This design comes from an exercise in tuning for small area and a short achievable clock period on the open sky130 flow, not from production work. Power and IR drop assume default switching activity.

==> inputs of run X <==
## mac
module mac(
     input [11:0] Ain,
     input [11:0] Bin,
     input clk,reset,
     output [24:0] Mac_out
);
    reg [24:0] acc_s;
    reg [24:4] acc_c;
    wire pp0_0 = ~(Ain[0] & Bin[0]);
    wire pp0_1 = ~(Ain[0] & Bin[1]);
    wire pp0_2 = ~(Ain[0] & Bin[2]);
    wire pp0_3 = ~(Ain[0] & Bin[3]);
    wire pp0_4 = ~(Ain[0] & Bin[4]);
    wire pp0_5 = ~(Ain[0] & Bin[5]);
    wire pp0_6 = ~(Ain[0] & Bin[6]);
    wire pp0_7 = ~(Ain[0] & Bin[7]);
    wire pp0_8 = ~(Ain[0] & Bin[8]);
    wire pp0_9 = ~(Ain[0] & Bin[9]);
    wire pp0_10 = ~(Ain[0] & Bin[10]);
    wire pp0_11 = ~(Ain[0] & Bin[11]);
    wire pp1_0 = ~(Ain[1] & Bin[0]);
    wire pp1_1 = ~(Ain[1] & Bin[1]);
    wire pp1_2 = ~(Ain[1] & Bin[2]);
    wire pp1_3 = ~(Ain[1] & Bin[3]);
    wire pp1_4 = ~(Ain[1] & Bin[4]);
    wire pp1_5 = ~(Ain[1] & Bin[5]);
    wire pp1_6 = ~(Ain[1] & Bin[6]);
    wire pp1_7 = ~(Ain[1] & Bin[7]);
    wire pp1_8 = ~(Ain[1] & Bin[8]);
    wire pp1_9 = ~(Ain[1] & Bin[9]);
    wire pp1_10 = ~(Ain[1] & Bin[10]);
    wire pp1_11 = ~(Ain[1] & Bin[11]);
    wire pp2_0 = ~(Ain[2] & Bin[0]);
    wire pp2_1 = ~(Ain[2] & Bin[1]);
    wire pp2_2 = ~(Ain[2] & Bin[2]);
    wire pp2_3 = ~(Ain[2] & Bin[3]);
    wire pp2_4 = ~(Ain[2] & Bin[4]);
    wire pp2_5 = ~(Ain[2] & Bin[5]);
    wire pp2_6 = ~(Ain[2] & Bin[6]);
    wire pp2_7 = ~(Ain[2] & Bin[7]);
    wire pp2_8 = ~(Ain[2] & Bin[8]);
    wire pp2_9 = ~(Ain[2] & Bin[9]);
    wire pp2_10 = ~(Ain[2] & Bin[10]);
    wire pp2_11 = ~(Ain[2] & Bin[11]);
    wire pp3_0 = ~(Ain[3] & Bin[0]);
    wire pp3_1 = ~(Ain[3] & Bin[1]);
    wire pp3_2 = ~(Ain[3] & Bin[2]);
    wire pp3_3 = ~(Ain[3] & Bin[3]);
    wire pp3_4 = ~(Ain[3] & Bin[4]);
    wire pp3_5 = ~(Ain[3] & Bin[5]);
    wire pp3_6 = ~(Ain[3] & Bin[6]);
    wire pp3_7 = ~(Ain[3] & Bin[7]);
    wire pp3_8 = ~(Ain[3] & Bin[8]);
    wire pp3_9 = ~(Ain[3] & Bin[9]);
    wire pp3_10 = ~(Ain[3] & Bin[10]);
    wire pp3_11 = ~(Ain[3] & Bin[11]);
    wire pp4_0 = ~(Ain[4] & Bin[0]);
    wire pp4_1 = ~(Ain[4] & Bin[1]);
    wire pp4_2 = ~(Ain[4] & Bin[2]);
    wire pp4_3 = ~(Ain[4] & Bin[3]);
    wire pp4_4 = ~(Ain[4] & Bin[4]);
  ...
==> flow/config.mk <==
export PLATFORM = sky130hd
export DESIGN_NAME = mac
export DESIGN_NICKNAME = mac
export VERILOG_FILES = /design/flow/design.v
export SDC_FILE = /design/flow/constraint.sdc
export NUM_CORES = 4
export LEC_CHECK = 0
export CAP_MARGIN = 20
export CORE_MARGIN = 2
export CORE_UTILIZATION = 60
export CTS_BUF_LIST = sky130_fd_sc_hd__clkbuf_4 sky130_fd_sc_hd__clkbuf_8
export SLEW_MARGIN = 20
export SYNTH_HIERARCHICAL = 1
==> flow/constraint.sdc <==
create_clock -name core_clock -period 12.5 [get_ports {clk}]
set_input_delay 2.5000 -clock core_clock [delete_from_list [all_inputs] [get_ports {clk}]]
set_output_delay 2.5000 -clock core_clock [all_outputs]
set_load 0.01 [all_outputs]
standard.sh (not shown) runs the stock make flow with config.mk's settings and CLKGATE_MAP_FILE= SYNTH_SCRIPT=/design/flow/synth_recipe.tcl, a recipe that flattens the netlist after the stock synthesis.
==> flow/flow/run.sh <==
#!/bin/bash
# The standard layout (the standard.sh, standard synthesis unchanged), with
# two options: the port buffers are buf_2 cells, and the setup repair aims at
# a slack margin of 7.25 ns.  ORFS keeps each step's log in orfs/logs; the make
# output goes to standard.log.
set -o pipefail
bash standard.sh BUFFER_PORTS_ARGS="-buffer_cell sky130_fd_sc_hd__buf_2" SETUP_SLACK_MARGIN=7.25 finish > standard.log 2>&1
==> inputs of run E, as changes to run X <==
--- a/flow/design.v
+++ b/flow/design.v
@@ -607,119 +607,51 @@
     wire g23_23 = 1'b0;
     wire p23_23 = s[23];
     wire g24_24 = 1'b0;
     wire p24_24 = s[24];
     wire g7_6 = g7_7 | (p7_7 & g6_6);
-    wire g8_7 = g8_8 | (p8_8 & g7_7);
-    wire p8_7 = p8_8 & p7_7;
     wire g9_8 = g9_9 | (p9_9 & g8_8);
     wire p9_8 = p9_9 & p8_8;
-    wire g10_9 = g10_10 | (p10_10 & g9_9);
-    wire p10_9 = p10_10 & p9_9;
     wire g11_10 = g11_11 | (p11_11 & g10_10);
     wire p11_10 = p11_11 & p10_10;
-    wire g12_11 = g12_12 | (p12_12 & g11_11);
-    wire p12_11 = p12_12 & p11_11;
     wire g13_12 = g13_13 | (p13_13 & g12_12);
     wire p13_12 = p13_13 & p12_12;
-    wire g14_13 = g14_14 | (p14_14 & g13_13);
-    wire p14_13 = p14_14 & p13_13;
     wire g15_14 = g15_15 | (p15_15 & g14_14);
     wire p15_14 = p15_15 & p14_14;
-    wire g16_15 = g16_16 | (p16_16 & g15_15);
-    wire p16_15 = p16_16 & p15_15;
     wire g17_16 = g17_17 | (p17_17 & g16_16);
     wire p17_16 = p17_17 & p16_16;
-    wire g18_17 = g18_18 | (p18_18 & g17_17);
-    wire p18_17 = p18_18 & p17_17;
     wire g19_18 = g19_19 | (p19_19 & g18_18);
     wire p19_18 = p19_19 & p18_18;
-    wire g20_19 = g20_20 | (p20_20 & g19_19);
-    wire p20_19 = p20_20 & p19_19;
     wire g21_20 = g21_21 | (p21_21 & g20_20);
     wire p21_20 = p21_21 & p20_20;
-    wire g22_21 = g22_22 | (p22_22 & g21_21);
-    wire p22_21 = p22_22 & p21_21;
     wire g23_22 = g23_23 | (p23_23 & g22_22);
     wire p23_22 = p23_23 & p22_22;
-    wire g24_23 = g24_24 | (p24_24 & g23_23);
-    wire p24_23 = p24_24 & p23_23;
-    wire g8_6 = g8_7 | (p8_7 & g6_6);
     wire g9_6 = g9_8 | (p9_8 & g7_6);
-    wire g10_7 = g10_9 | (p10_9 & g8_7);
-    wire p10_7 = p10_9 & p8_7;
-    wire g11_8 = g11_10 | (p11_10 & g9_8);
-    wire p11_8 = p11_10 & p9_8;
-    wire g12_9 = g12_11 | (p12_11 & g10_9);
-    wire p12_9 = p12_11 & p10_9;
     wire g13_10 = g13_12 | (p13_12 & g11_10);
     wire p13_10 = p13_12 & p11_10;
-    wire g14_11 = g14_13 | (p14_13 & g12_11);
-    wire p14_11 = p14_13 & p12_11;
-    wire g15_12 = g15_14 | (p15_14 & g13_12);
-    wire p15_12 = p15_14 & p13_12;
-    wire g16_13 = g16_15 | (p16_15 & g14_13);
-    wire p16_13 = p16_15 & p14_13;
     wire g17_14 = g17_16 | (p17_16 & g15_14);
     wire p17_14 = p17_16 & p15_14;
-    wire g18_15 = g18_17 | (p18_17 & g16_15);
-    wire p18_15 = p18_17 & p16_15;
-    wire g19_16 = g19_18 | (p19_18 & g17_16);
-    wire p19_16 = p19_18 & p17_16;
-    wire g20_17 = g20_19 | (p20_19 & g18_17);
-    wire p20_17 = p20_19 & p18_17;
     wire g21_18 = g21_20 | (p21_20 & g19_18);
     wire p21_18 = p21_20 & p19_18;
-    wire g22_19 = g22_21 | (p22_21 & g20_19);
-    wire p22_19 = p22_21 & p20_19;
-    wire g23_20 = g23_22 | (p23_22 & g21_20);
-    wire p23_20 = p23_22 & p21_20;
-    wire g24_21 = g24_23 | (p24_23 & g22_21);
-    wire p24_21 = p24_23 & p22_21;
-    wire g10_6 = g10_7 | (p10_7 & g6_6);
-    wire g11_6 = g11_8 | (p11_8 & g7_6);
-    wire g12_6 = g12_9 | (p12_9 & g8_6);
     wire g13_6 = g13_10 | (p13_10 & g9_6);
-    wire g14_7 = g14_11 | (p14_11 & g10_7);
-    wire p14_7 = p14_11 & p10_7;
-    wire g15_8 = g15_12 | (p15_12 & g11_8);
-    wire p15_8 = p15_12 & p11_8;
-    wire g16_9 = g16_13 | (p16_13 & g12_9);
-    wire p16_9 = p16_13 & p12_9;
-    wire g17_10 = g17_14 | (p17_14 & g13_10);
-    wire p17_10 = p17_14 & p13_10;
-    wire g18_11 = g18_15 | (p18_15 & g14_11);
-    wire p18_11 = p18_15 & p14_11;
-    wire g19_12 = g19_16 | (p19_16 & g15_12);
-    wire p19_12 = p19_16 & p15_12;
-    wire g20_13 = g20_17 | (p20_17 & g16_13);
-    wire p20_13 = p20_17 & p16_13;
     wire g21_14 = g21_18 | (p21_18 & g17_14);
     wire p21_14 = p21_18 & p17_14;
-    wire g22_15 = g22_19 | (p22_19 & g18_15);
-    wire p22_15 = p22_19 & p18_15;
-    wire g23_16 = g23_20 | (p23_20 & g19_16);
-    wire p23_16 = p23_20 & p19_16;
-    wire g24_17 = g24_21 | (p24_21 & g20_17);
-    wire p24_17 = p24_21 & p20_17;
-    wire g14_6 = g14_7 | (p14_7 & g6_6);
-    wire g15_6 = g15_8 | (p15_8 & g7_6);
-    wire g16_6 = g16_9 | (p16_9 & g8_6);
-    wire g17_6 = g17_10 | (p17_10 & g9_6);
-    wire g18_6 = g18_11 | (p18_11 & g10_6);
-    wire g19_6 = g19_12 | (p19_12 & g11_6);
-    wire g20_6 = g20_13 | (p20_13 & g12_6);
     wire g21_6 = g21_14 | (p21_14 & g13_6);
-    wire g22_7 = g22_15 | (p22_15 & g14_7);
-    wire p22_7 = p22_15 & p14_7;
-    wire g23_8 = g23_16 | (p23_16 & g15_8);
-    wire p23_8 = p23_16 & p15_8;
-    wire g24_9 = g24_17 | (p24_17 & g16_9);
-    wire p24_9 = p24_17 & p16_9;
-    wire g22_6 = g22_7 | (p22_7 & g6_6);
-    wire g23_6 = g23_8 | (p23_8 & g7_6);
-    wire g24_6 = g24_9 | (p24_9 & g8_6);
+    wire g17_6 = g17_14 | (p17_14 & g13_6);
+    wire g11_6 = g11_10 | (p11_10 & g9_6);
+    wire g15_6 = g15_14 | (p15_14 & g13_6);
+    wire g19_6 = g19_18 | (p19_18 & g17_6);
+    wire g23_6 = g23_22 | (p23_22 & g21_6);
+    wire g8_6 = g8_8 | (p8_8 & g7_6);
+    wire g10_6 = g10_10 | (p10_10 & g9_6);
+    wire g12_6 = g12_12 | (p12_12 & g11_6);
+    wire g14_6 = g14_14 | (p14_14 & g13_6);
+    wire g16_6 = g16_16 | (p16_16 & g15_6);
+    wire g18_6 = g18_18 | (p18_18 & g17_6);
+    wire g20_6 = g20_20 | (p20_20 & g19_6);
+    wire g22_6 = g22_22 | (p22_22 & g21_6);
+    wire g24_6 = g24_24 | (p24_24 & g23_6);
     assign y[6] = p6_6;
     assign y[7] = p7_7 ^ g6_6;
     assign y[8] = p8_8 ^ g7_6;
     assign y[9] = p9_9 ^ g8_6;
     assign y[10] = p10_10 ^ g9_6;
==> inputs of run F, as changes to run X <==
--- a/flow/design.v
+++ b/flow/design.v
@@ -607,119 +607,51 @@
     wire g23_23 = 1'b0;
     wire p23_23 = s[23];
     wire g24_24 = 1'b0;
     wire p24_24 = s[24];
     wire g7_6 = g7_7 | (p7_7 & g6_6);
-    wire g8_7 = g8_8 | (p8_8 & g7_7);
-    wire p8_7 = p8_8 & p7_7;
     wire g9_8 = g9_9 | (p9_9 & g8_8);
     wire p9_8 = p9_9 & p8_8;
-    wire g10_9 = g10_10 | (p10_10 & g9_9);
-    wire p10_9 = p10_10 & p9_9;
     wire g11_10 = g11_11 | (p11_11 & g10_10);
     wire p11_10 = p11_11 & p10_10;
-    wire g12_11 = g12_12 | (p12_12 & g11_11);
-    wire p12_11 = p12_12 & p11_11;
     wire g13_12 = g13_13 | (p13_13 & g12_12);
     wire p13_12 = p13_13 & p12_12;
-    wire g14_13 = g14_14 | (p14_14 & g13_13);
-    wire p14_13 = p14_14 & p13_13;
     wire g15_14 = g15_15 | (p15_15 & g14_14);
     wire p15_14 = p15_15 & p14_14;
-    wire g16_15 = g16_16 | (p16_16 & g15_15);
-    wire p16_15 = p16_16 & p15_15;
     wire g17_16 = g17_17 | (p17_17 & g16_16);
     wire p17_16 = p17_17 & p16_16;
-    wire g18_17 = g18_18 | (p18_18 & g17_17);
-    wire p18_17 = p18_18 & p17_17;
     wire g19_18 = g19_19 | (p19_19 & g18_18);
     wire p19_18 = p19_19 & p18_18;
-    wire g20_19 = g20_20 | (p20_20 & g19_19);
-    wire p20_19 = p20_20 & p19_19;
     wire g21_20 = g21_21 | (p21_21 & g20_20);
     wire p21_20 = p21_21 & p20_20;
-    wire g22_21 = g22_22 | (p22_22 & g21_21);
-    wire p22_21 = p22_22 & p21_21;
     wire g23_22 = g23_23 | (p23_23 & g22_22);
     wire p23_22 = p23_23 & p22_22;
-    wire g24_23 = g24_24 | (p24_24 & g23_23);
-    wire p24_23 = p24_24 & p23_23;
-    wire g8_6 = g8_7 | (p8_7 & g6_6);
     wire g9_6 = g9_8 | (p9_8 & g7_6);
-    wire g10_7 = g10_9 | (p10_9 & g8_7);
-    wire p10_7 = p10_9 & p8_7;
-    wire g11_8 = g11_10 | (p11_10 & g9_8);
-    wire p11_8 = p11_10 & p9_8;
-    wire g12_9 = g12_11 | (p12_11 & g10_9);
-    wire p12_9 = p12_11 & p10_9;
     wire g13_10 = g13_12 | (p13_12 & g11_10);
     wire p13_10 = p13_12 & p11_10;
-    wire g14_11 = g14_13 | (p14_13 & g12_11);
-    wire p14_11 = p14_13 & p12_11;
-    wire g15_12 = g15_14 | (p15_14 & g13_12);
-    wire p15_12 = p15_14 & p13_12;
-    wire g16_13 = g16_15 | (p16_15 & g14_13);
-    wire p16_13 = p16_15 & p14_13;
     wire g17_14 = g17_16 | (p17_16 & g15_14);
     wire p17_14 = p17_16 & p15_14;
-    wire g18_15 = g18_17 | (p18_17 & g16_15);
-    wire p18_15 = p18_17 & p16_15;
-    wire g19_16 = g19_18 | (p19_18 & g17_16);
-    wire p19_16 = p19_18 & p17_16;
-    wire g20_17 = g20_19 | (p20_19 & g18_17);
-    wire p20_17 = p20_19 & p18_17;
     wire g21_18 = g21_20 | (p21_20 & g19_18);
     wire p21_18 = p21_20 & p19_18;
-    wire g22_19 = g22_21 | (p22_21 & g20_19);
-    wire p22_19 = p22_21 & p20_19;
-    wire g23_20 = g23_22 | (p23_22 & g21_20);
-    wire p23_20 = p23_22 & p21_20;
-    wire g24_21 = g24_23 | (p24_23 & g22_21);
-    wire p24_21 = p24_23 & p22_21;
-    wire g10_6 = g10_7 | (p10_7 & g6_6);
-    wire g11_6 = g11_8 | (p11_8 & g7_6);
-    wire g12_6 = g12_9 | (p12_9 & g8_6);
     wire g13_6 = g13_10 | (p13_10 & g9_6);
-    wire g14_7 = g14_11 | (p14_11 & g10_7);
-    wire p14_7 = p14_11 & p10_7;
-    wire g15_8 = g15_12 | (p15_12 & g11_8);
-    wire p15_8 = p15_12 & p11_8;
-    wire g16_9 = g16_13 | (p16_13 & g12_9);
-    wire p16_9 = p16_13 & p12_9;
-    wire g17_10 = g17_14 | (p17_14 & g13_10);
-    wire p17_10 = p17_14 & p13_10;
-    wire g18_11 = g18_15 | (p18_15 & g14_11);
-    wire p18_11 = p18_15 & p14_11;
-    wire g19_12 = g19_16 | (p19_16 & g15_12);
-    wire p19_12 = p19_16 & p15_12;
-    wire g20_13 = g20_17 | (p20_17 & g16_13);
-    wire p20_13 = p20_17 & p16_13;
     wire g21_14 = g21_18 | (p21_18 & g17_14);
     wire p21_14 = p21_18 & p17_14;
-    wire g22_15 = g22_19 | (p22_19 & g18_15);
-    wire p22_15 = p22_19 & p18_15;
-    wire g23_16 = g23_20 | (p23_20 & g19_16);
-    wire p23_16 = p23_20 & p19_16;
-    wire g24_17 = g24_21 | (p24_21 & g20_17);
-    wire p24_17 = p24_21 & p20_17;
-    wire g14_6 = g14_7 | (p14_7 & g6_6);
-    wire g15_6 = g15_8 | (p15_8 & g7_6);
-    wire g16_6 = g16_9 | (p16_9 & g8_6);
-    wire g17_6 = g17_10 | (p17_10 & g9_6);
-    wire g18_6 = g18_11 | (p18_11 & g10_6);
-    wire g19_6 = g19_12 | (p19_12 & g11_6);
-    wire g20_6 = g20_13 | (p20_13 & g12_6);
     wire g21_6 = g21_14 | (p21_14 & g13_6);
-    wire g22_7 = g22_15 | (p22_15 & g14_7);
-    wire p22_7 = p22_15 & p14_7;
-    wire g23_8 = g23_16 | (p23_16 & g15_8);
-    wire p23_8 = p23_16 & p15_8;
-    wire g24_9 = g24_17 | (p24_17 & g16_9);
-    wire p24_9 = p24_17 & p16_9;
-    wire g22_6 = g22_7 | (p22_7 & g6_6);
-    wire g23_6 = g23_8 | (p23_8 & g7_6);
-    wire g24_6 = g24_9 | (p24_9 & g8_6);
+    wire g17_6 = g17_14 | (p17_14 & g13_6);
+    wire g11_6 = g11_10 | (p11_10 & g9_6);
+    wire g15_6 = g15_14 | (p15_14 & g13_6);
+    wire g19_6 = g19_18 | (p19_18 & g17_6);
+    wire g23_6 = g23_22 | (p23_22 & g21_6);
+    wire g8_6 = g8_8 | (p8_8 & g7_6);
+    wire g10_6 = g10_10 | (p10_10 & g9_6);
+    wire g12_6 = g12_12 | (p12_12 & g11_6);
+    wire g14_6 = g14_14 | (p14_14 & g13_6);
+    wire g16_6 = g16_16 | (p16_16 & g15_6);
+    wire g18_6 = g18_18 | (p18_18 & g17_6);
+    wire g20_6 = g20_20 | (p20_20 & g19_6);
+    wire g22_6 = g22_22 | (p22_22 & g21_6);
+    wire g24_6 = g24_24 | (p24_24 & g23_6);
     assign y[6] = p6_6;
     assign y[7] = p7_7 ^ g6_6;
     assign y[8] = p8_8 ^ g7_6;
     assign y[9] = p9_9 ^ g8_6;
     assign y[10] = p10_10 ^ g9_6;
==> flow/flow/run.sh (replaced) <==
#!/bin/bash
# The standard layout (the standard.sh, standard synthesis unchanged), with
# two options: the port buffers are buf_1 cells, and the setup repair aims at
# a slack margin of 7.25 ns.  ORFS keeps each step's log in orfs/logs; the make
# output goes to standard.log.
set -o pipefail
bash standard.sh BUFFER_PORTS_ARGS="-buffer_cell sky130_fd_sc_hd__buf_1" SETUP_SLACK_MARGIN=7.25 finish > standard.log 2>&1
==> flow_metrics.py <==
metrics = {
    "worst_setup_path": {
        "worst_setup_path_start_kind": "primary input",
        "cp-endpoint": "acc_c[8]",
    },
    "status": {
        "outcome": "no timing/DRC/antenna violations",
    },
    "layout": {
        "finalNetCount": 791,
        "final_cell_count_no_fill": 736,
    },
    "global_routing": {
        "met2_usage_pct": 48.8,
        "track_usage_pct": 28.3,
    },
    "sta": {
        "post-route-min-period_ns": 5.19,
    },
}
(the above is from run X)
==> flow_metrics.py <==
metrics = {
    "status": {
        "outcome": "no timing/DRC/antenna violations",
    },
    "sta": {
        "post-route-min-period_ns": 5.23,
        "slew_violations": 0,
    },
    "layout": {
        "final_cell_count_no_fill": 667,
        "finalNetCount": 748,
    },
    "global_routing": {
        "grt_pass1_wl_um": 21200,
        "met2_usage_pct": 48.9,
    },
    "worst_setup_path": {
        "cp-endpoint": "Mac_out[21]",
    },
    "pwr": {
        "sequentialPowerShare_pct": 17.4,
    },
}
(the above is from run E)
==> flow_metrics.py <==
metrics = {
    "layout": {
        "final_cell_count_no_fill": 667,
        "finalNetCount": 748,
    },
    "drt": {
        "final_antenna_net_count": 0,
    },
    "sta": {
        "post-route-min-period_ns": 5.21,
        "finalHoldViolCount": 0,
    },
    "global_routing": {
        "met2_usage_pct": 49.6,
    },
    "worst_setup_path": {
        "cp-endpoint": "Mac_out[18]",
        "worst_setup_path_start_kind": "flop",
    },
    "floorplan": {
        "coreArea_um2": 9110,
    },
    "status": {
        "outcome": "no timing/DRC/antenna violations",
    },
}
(the above is from run F)
No functional check of the RTL was part of any run of this note.

## re-timing with driven ports
No port has a modelled driver above. Below, the same layouts with a new extraction and two added sets of constraints. Step 1: set_driving_cell puts a clkbuf_16 on clk and a buf_2 on each other input, an assumption about the parent block. Step 2, shift: input delay + t, output delay - t, t = (earliest + latest rising clock arrival at the registers) / 2. This alone moves slack from input paths to output paths. Slacks: no drivers / after step 1 / after step 2; pairs: no drivers / after step 1.
run | t, ns | setup WS [ns] | worst setup path at the end | pins driven straight from the clock port
run X | 0.333 | 7.314 / 7.327 / 6.994 | input to register | 1
run E | 0.334 | 7.267 / 7.233 / 7.014 | input to register | 1
run F | 0.338 | 7.288 / 7.253 / 7.020 | input to register | 1
After both steps setup and hold are still met in every run listed. For run X, which loses most, drivers alone change the setup slack by +0.013 ns; drivers and shift together by -0.320 ns.
